This design comes from an exercise in tuning for small area on the open sky130 flow, not from production work. At most, simulation tests tie the RTL to the original design; equivalence was not proved.

==> run B <==
Design mmult, start of the top module:
module mmult(
    input clk,
    input reset_n,
    input enable,
    input [0:9*8-1] A_mat,
    input [0:9*8-1] B_mat,
    output reg valid,
    output [0:9*18-1] C_mat
);
==> module mmult_x3, before the edit <==
module mmult_x3(
    input [7:0] a,
    output [9:0] t
);
    assign t = {1'b0, a, 1'b0} + {2'b0, a};
endmodule
Settings: LEC_CHECK=0, CAP_MARGIN=20, CORE_MARGIN=2, CORE_UTILIZATION=40, SLEW_MARGIN=20, SYNTH_HIERARCHICAL=1; clock period 10.0 ns.
standard.sh (not shown) runs the stock make flow with config.mk's settings and CLKGATE_MAP_FILE= SYNTH_SCRIPT=/design/flow/synth_recipe.tcl, a recipe that flattens the netlist after the stock synthesis.
==> flow/flow/run.sh <==
#!/bin/bash
# The standard layout (standard.sh, unchanged synthesis), with:
#  - the port buffers made of the smallest buffer (buf_1) instead of clkdlybuf4s50_1,
#  - power recovery after global routing (downsizes gates on paths with slack to spare).
set -euo pipefail
export BUFFER_PORTS_ARGS="-buffer_cell sky130_fd_sc_hd__buf_1"
bash standard.sh RECOVER_POWER=100 finish > standard.log 2>&1
==> run H (differences from run B) <==
--- a/flow/design.v
+++ b/flow/design.v
@@ -1553,3 +1553,62 @@
 );
-    assign t = {1'b0, a, 1'b0} + {2'b0, a};
+    wire [7:1] g, p;
+    genvar i;
+    generate
+        for (i = 1; i <= 7; i = i + 1) begin : gp
+            mmult_ha h (.a(a[i]), .b(a[i-1]), .s(p[i]), .co(g[i]));
+        end
+    endgenerate
+    wire g21, g43, g65, g75, g41, g31, g51, g61, g71, p43, p65, p75;
+    mmult_ao21 c21 (.a(g[2]), .b(p[2]), .c(g[1]), .y(g21));
+    mmult_ao21 c43 (.a(g[4]), .b(p[4]), .c(g[3]), .y(g43));
+    mmult_ao21 c65 (.a(g[6]), .b(p[6]), .c(g[5]), .y(g65));
+    mmult_ao21 c75 (.a(g[7]), .b(p[7]), .c(g65), .y(g75));
+    mmult_ao21 c41 (.a(g43), .b(p43), .c(g21), .y(g41));
+    mmult_ao21 c31 (.a(g[3]), .b(p[3]), .c(g21), .y(g31));
+    mmult_ao21 c51 (.a(g[5]), .b(p[5]), .c(g41), .y(g51));
+    mmult_ao21 c61 (.a(g65), .b(p65), .c(g41), .y(g61));
+    mmult_ao21 c71 (.a(g75), .b(p75), .c(g41), .y(g71));
+    mmult_and2 q43 (.a(p[4]), .b(p[3]), .y(p43));
+    mmult_and2 q65 (.a(p[6]), .b(p[5]), .y(p65));
+    mmult_and2 q75 (.a(p[7]), .b(p65), .y(p75));
+    wire [8:2] c = {g71, g61, g51, g41, g31, g21, g[1]};
+    assign t[0] = a[0];
+    assign t[1] = p[1];
+    mmult_ha s8 (.a(a[7]), .b(c[8]), .s(t[8]), .co(t[9]));
+    generate
+        for (i = 2; i <= 7; i = i + 1) begin : sum
+            mmult_xor2 x (.a(p[i]), .b(c[i]), .y(t[i]));
+        end
+    endgenerate
+endmodule
+module mmult_ao21(
+    input a,
+    input b,
+    input c,
+    output y
+);
+    assign y = a | (b & c);
+endmodule
+module mmult_and2(
+    input a,
+    input b,
+    output y
+);
+    assign y = a & b;
+endmodule
+module mmult_xor2(
+    input a,
+    input b,
+    output y
+);
+    assign y = a ^ b;
+endmodule
+module mmult_ha(
+    input a,
+    input b,
+    output s,
+    output co
+);
+    assign s = a ^ b;
+    assign co = a & b;
 endmodule
==> flow/flow/run.sh (replaced) <==
#!/bin/bash
# The standard layout (standard.sh, unchanged synthesis), with:
#  - the port buffers made of the smallest buffer (buf_1) instead of clkdlybuf4s50_1,
#  - a clock tree of smaller buffers (clkbuf_4/clkbuf_8), sink clusters of up to 18
#    flip-flops, and no dummy loads.
set -euo pipefail
export BUFFER_PORTS_ARGS="-buffer_cell sky130_fd_sc_hd__buf_1"
export CTS_ARGS="-sink_clustering_enable -repair_clock_nets -buf_list {sky130_fd_sc_hd__clkbuf_4 sky130_fd_sc_hd__clkbuf_8} -sink_clustering_size 18 -sink_clustering_max_diameter 70 -dont_use_dummy_load"
bash standard.sh finish > standard.log 2>&1
CORE_UTILIZATION = 50   (was 40)
==> metrics.md <==
| Metric | Value |
|---|---|
| Status | complete, no violations |
| CP required | 10.32 ns |
| Via/cell ratio | 6.58 |
| Number of CTS-inserted buffers | 22 |
| Multi-input combinational area share | 0.486 |
| Multi-input logic area | 12400 um^2 |
| P&R area growth vs syn | 13.5% |
| Syn Area/Cell | 14.8 um^2 |
| First-pass GRT wire length | 104000 um |
| CP Buf/Inv Count | 4 |
| Max Slew Vio Count | 0 |
| Met1 usage | 0.408 |
Source of the figures above: run H

==> metrics.md <==
| Metric | Value |
|---|---|
| Status | complete, but fails checks |
| Layout Check Fails | capacitance limit, slew limit |
| Max Slew Vio Count | 506 |
| Multi-input logic area | 12700 um^2 |
| Max_cap viols | 8 |
| Syn Area/Cell | 14.6 um^2 |
| CP Buf/Inv Count | 2 |
| P&R area growth vs syn | 17.3% |
| Number of CTS-inserted buffers | 34 |
| Placed cell area | 25800 um^2 |
| Met1 usage | 0.339 |
| Via/cell ratio | 6.19 |
| CP required | 10.26 ns |
| First-pass GRT wire length | 111000 um |
Source of the figures above: run B

For run B, only the layout was checked, not whether the RTL still works.


==> run a: inputs <==
mmult with an RTL version that a note above also has.
## mmult
module mmult(
    input clk,
    input reset_n,
    input enable,
    input [0:9*8-1] A_mat,
    input [0:9*8-1] B_mat,
    output reg valid,
    output [0:9*18-1] C_mat
);
==> module mmult_x3, before the edit <==
module mmult_x3(
    input [7:0] a,
    output [9:0] t
);
    wire [7:1] g, p;
    genvar i;
    generate
        for (i = 1; i <= 7; i = i + 1) begin : gp
            mmult_ha h (.a(a[i]), .b(a[i-1]), .s(p[i]), .co(g[i]));
        end
    endgenerate
    wire g21, g43, g65, g75, g41, g31, g51, g61, g71, p43, p65, p75;
    mmult_ao21 c21 (.a(g[2]), .b(p[2]), .c(g[1]), .y(g21));
    mmult_ao21 c43 (.a(g[4]), .b(p[4]), .c(g[3]), .y(g43));
    mmult_ao21 c65 (.a(g[6]), .b(p[6]), .c(g[5]), .y(g65));
    mmult_ao21 c75 (.a(g[7]), .b(p[7]), .c(g65), .y(g75));
    mmult_ao21 c41 (.a(g43), .b(p43), .c(g21), .y(g41));
    mmult_ao21 c31 (.a(g[3]), .b(p[3]), .c(g21), .y(g31));
    mmult_ao21 c51 (.a(g[5]), .b(p[5]), .c(g41), .y(g51));
    mmult_ao21 c61 (.a(g65), .b(p65), .c(g41), .y(g61));
    mmult_ao21 c71 (.a(g75), .b(p75), .c(g41), .y(g71));
    mmult_and2 q43 (.a(p[4]), .b(p[3]), .y(p43));
    mmult_and2 q65 (.a(p[6]), .b(p[5]), .y(p65));
    mmult_and2 q75 (.a(p[7]), .b(p65), .y(p75));
    wire [8:2] c = {g71, g61, g51, g41, g31, g21, g[1]};
    assign t[0] = a[0];
    assign t[1] = p[1];
    mmult_ha s8 (.a(a[7]), .b(c[8]), .s(t[8]), .co(t[9]));
    generate
        for (i = 2; i <= 7; i = i + 1) begin : sum
            mmult_xor2 x (.a(p[i]), .b(c[i]), .y(t[i]));
        end
    endgenerate
endmodule
==> module mmult_ao21, before the edit <==
module mmult_ao21(
    input a,
    input b,
    input c,
    output y
);
    assign y = a | (b & c);
endmodule
==> module mmult_and2, before the edit <==
module mmult_and2(
    input a,
    input b,
    output y
);
    assign y = a & b;
endmodule
==> module mmult_xor2, before the edit <==
module mmult_xor2(
    input a,
    input b,
    output y
);
    assign y = a ^ b;
endmodule
==> module mmult_ha, before the edit <==
module mmult_ha(
    input a,
    input b,
    output s,
    output co
);
    assign s = a ^ b;
    assign co = a & b;
endmodule
clock: 10.0 ns
lec_check: 0
cap_margin: 20
core_margin: 2
core_utilization: 40
slew_margin: 20
synth_hierarchical: 1
==> flow/flow/run.sh <==
#!/bin/bash
# The standard layout (standard.sh, unchanged synthesis), with:
#  - the port buffers made of the smallest buffer (buf_1) instead of clkdlybuf4s50_1,
#  - a clock tree of smaller buffers (clkbuf_4/clkbuf_8), sink clusters of up to 16
#    flip-flops, and no dummy loads.
set -euo pipefail
export BUFFER_PORTS_ARGS="-buffer_cell sky130_fd_sc_hd__buf_1"
export CTS_ARGS="-sink_clustering_enable -repair_clock_nets -buf_list {sky130_fd_sc_hd__clkbuf_4} -sink_clustering_size 12 -sink_clustering_max_diameter 50 -dont_use_dummy_load"
bash standard.sh finish > standard.log 2>&1
==> run b (differences from run a) <==
--- a/flow/flow/run.sh
+++ b/flow/flow/run.sh
@@ -7,3 +7,3 @@
 export BUFFER_PORTS_ARGS="-buffer_cell sky130_fd_sc_hd__buf_1"
-export CTS_ARGS="-sink_clustering_enable -repair_clock_nets -buf_list {sky130_fd_sc_hd__clkbuf_4} -sink_clustering_size 12 -sink_clustering_max_diameter 50 -dont_use_dummy_load"
+export CTS_ARGS="-sink_clustering_enable -repair_clock_nets -buf_list {sky130_fd_sc_hd__clkbuf_4 sky130_fd_sc_hd__clkbuf_8} -sink_clustering_size 16 -sink_clustering_max_diameter 60 -dont_use_dummy_load"
 bash standard.sh finish > standard.log 2>&1
--- a/flow/config.mk
+++ b/flow/config.mk
@@ -9,3 +9,3 @@
 export CORE_MARGIN = 2
-export CORE_UTILIZATION = 40
+export CORE_UTILIZATION = 50
 export SLEW_MARGIN = 20
==> run c (differences from run a) <==
--- a/flow/design.v
+++ b/flow/design.v
@@ -1553,62 +1553,3 @@
 );
-    wire [7:1] g, p;
-    genvar i;
-    generate
-        for (i = 1; i <= 7; i = i + 1) begin : gp
-            mmult_ha h (.a(a[i]), .b(a[i-1]), .s(p[i]), .co(g[i]));
-        end
-    endgenerate
-    wire g21, g43, g65, g75, g41, g31, g51, g61, g71, p43, p65, p75;
-    mmult_ao21 c21 (.a(g[2]), .b(p[2]), .c(g[1]), .y(g21));
-    mmult_ao21 c43 (.a(g[4]), .b(p[4]), .c(g[3]), .y(g43));
-    mmult_ao21 c65 (.a(g[6]), .b(p[6]), .c(g[5]), .y(g65));
-    mmult_ao21 c75 (.a(g[7]), .b(p[7]), .c(g65), .y(g75));
-    mmult_ao21 c41 (.a(g43), .b(p43), .c(g21), .y(g41));
-    mmult_ao21 c31 (.a(g[3]), .b(p[3]), .c(g21), .y(g31));
-    mmult_ao21 c51 (.a(g[5]), .b(p[5]), .c(g41), .y(g51));
-    mmult_ao21 c61 (.a(g65), .b(p65), .c(g41), .y(g61));
-    mmult_ao21 c71 (.a(g75), .b(p75), .c(g41), .y(g71));
-    mmult_and2 q43 (.a(p[4]), .b(p[3]), .y(p43));
-    mmult_and2 q65 (.a(p[6]), .b(p[5]), .y(p65));
-    mmult_and2 q75 (.a(p[7]), .b(p65), .y(p75));
-    wire [8:2] c = {g71, g61, g51, g41, g31, g21, g[1]};
-    assign t[0] = a[0];
-    assign t[1] = p[1];
-    mmult_ha s8 (.a(a[7]), .b(c[8]), .s(t[8]), .co(t[9]));
-    generate
-        for (i = 2; i <= 7; i = i + 1) begin : sum
-            mmult_xor2 x (.a(p[i]), .b(c[i]), .y(t[i]));
-        end
-    endgenerate
-endmodule
-module mmult_ao21(
-    input a,
-    input b,
-    input c,
-    output y
-);
-    assign y = a | (b & c);
-endmodule
-module mmult_and2(
-    input a,
-    input b,
-    output y
-);
-    assign y = a & b;
-endmodule
-module mmult_xor2(
-    input a,
-    input b,
-    output y
-);
-    assign y = a ^ b;
-endmodule
-module mmult_ha(
-    input a,
-    input b,
-    output s,
-    output co
-);
-    assign s = a ^ b;
-    assign co = a & b;
+    assign t = {1'b0, a, 1'b0} + {2'b0, a};
 endmodule
==> flow/flow/run.sh (replaced) <==
#!/bin/bash
# The standard layout (standard.sh, unchanged synthesis), with:
#  - the port buffers made of the smallest buffer (buf_1) instead of clkdlybuf4s50_1,
#  - power recovery after global routing (downsizes gates on paths with slack to spare),
#  - a clock tree of smaller buffers and without dummy loads.
set -euo pipefail
export BUFFER_PORTS_ARGS="-buffer_cell sky130_fd_sc_hd__buf_1"
export CTS_ARGS="-sink_clustering_enable -repair_clock_nets -buf_list {sky130_fd_sc_hd__clkbuf_4 sky130_fd_sc_hd__clkbuf_8} -dont_use_dummy_load"
bash standard.sh RECOVER_POWER=100 finish > standard.log 2>&1
==> run d (differences from run a) <==
==> flow/flow/run.sh (replaced) <==
#!/bin/bash
# The standard layout (standard.sh, unchanged synthesis), with:
#  - the port buffers made of the smallest buffer (buf_1) instead of clkdlybuf4s50_1,
#  - a clock tree of clkbuf_4 only, sink clusters of up to 10 flip-flops, and no dummy loads.
set -euo pipefail
export BUFFER_PORTS_ARGS="-buffer_cell sky130_fd_sc_hd__buf_1"
export CTS_ARGS="-sink_clustering_enable -repair_clock_nets -buf_list {sky130_fd_sc_hd__clkbuf_4} -sink_clustering_size 10 -sink_clustering_max_diameter 45 -dont_use_dummy_load"
bash standard.sh finish > standard.log 2>&1
==> results.txt <==
	run a	run d	run c	run b
Tightest hold margin	0.359 ns	0.378 ns	0.371 ns	0.400 ns
Outcome	finished clean	finished clean	complete, but fails checks	finished clean
Violated checks	-	-	max-capacitance violations, max-slew violations	-
Per-cell routed wire length	27.1 um	27.0 um	26.8 um	27.8 um
First-pass GRT wire length	106,000 um	106,000 um	111,000 um	104,000 um
Later-pin clock latency in the skew report	0.73 ns	0.72 ns	0.61 ns	0.58 ns
Placeable Area	56,100 um2	56,100 um2	56,400 um2	44,400 um2
Area of the die	58,300 um2	58,300 um2	59,100 um2	46,800 um2
Number of antenna violations at the first check in global routing	6	5	6	1
Total count of max-transition violations in the final report	0	0	506	0
Initial Utilization	40.2%	40.2%	40.5%	50.8%
Layout Cells excl Fill	2,690	2,697	2,789	2,540
Fraction of area in multi-input gates	48.6%	48.5%	47.9%	48.5%
Hold Path Origin	rn2[36]$_DFFE_PP_	rn2[36]$_DFFE_PP_	rn0[46]$_DFFE_PP_	rn0[50]$_DFFE_PP_
Maximum fanout encountered on the critical timing path	7	7	8	8
Cell count of the worst reg-to-reg path	25	26	25	24
Only the layout flow was run in run c; the RTL was not checked for function there.

==> afterwards: timing with drivers on the ports <==
The flow's constraints put no driver on any port. The routed layouts listed below were extracted and timed again, unchanged, in two steps. Step 1 (the two cells are an assumption about what drives the block):
set clk [get_ports {clk}]
set_driving_cell -lib_cell sky130_fd_sc_hd__clkbuf_16 $clk
set_driving_cell -lib_cell sky130_fd_sc_hd__buf_2 [delete_from_list [all_inputs] $clk]
Step 2 also shifts input and output timing later by t, the mid clock arrival at the registers, as if the neighbouring blocks saw the same clock. Slacks: ideal / step 1 / step 2; pairs: ideal / step 1.
| run | t, ns | setup slack, ns | hold WS [ns] | clock arrival spread, ns | worst register clock-pin slew, ns |
|---|---|---|---|---|---|
| run B of note 1 | 0.575 | 0.443 / 0.473 / -0.103 | 0.405 / 0.405 / 0.405 | 0.023 / 0.023 | 0.06 / 0.06 |
| run H of note 1 | 0.609 | 0.459 / 0.484 / -0.125 | 0.395 / 0.395 / 0.395 | 0.054 / 0.054 | 0.11 / 0.11 |
| run a of note 2 | 0.743 | 0.926 / 0.961 / 0.218 | 0.359 / 0.359 / 0.359 | 0.094 / 0.094 | 0.12 / 0.12 |
| run b of note 2 | 0.619 | 0.511 / 0.540 / -0.080 | 0.400 / 0.400 / 0.400 | 0.027 / 0.027 | 0.10 / 0.10 |
| run c of note 2 | 0.630 | 0.467 / 0.497 / -0.133 | 0.371 / 0.371 / 0.371 | 0.074 / 0.074 | 0.06 / 0.06 |
| run d of note 2 | 0.742 | 0.917 / 0.951 / 0.208 | 0.378 / 0.378 / 0.378 | 0.067 / 0.067 | 0.11 / 0.11 |
The setup slack of run d of note 2, which loses most, moves by +0.034 ns with the drivers and by -0.709 ns with both steps.
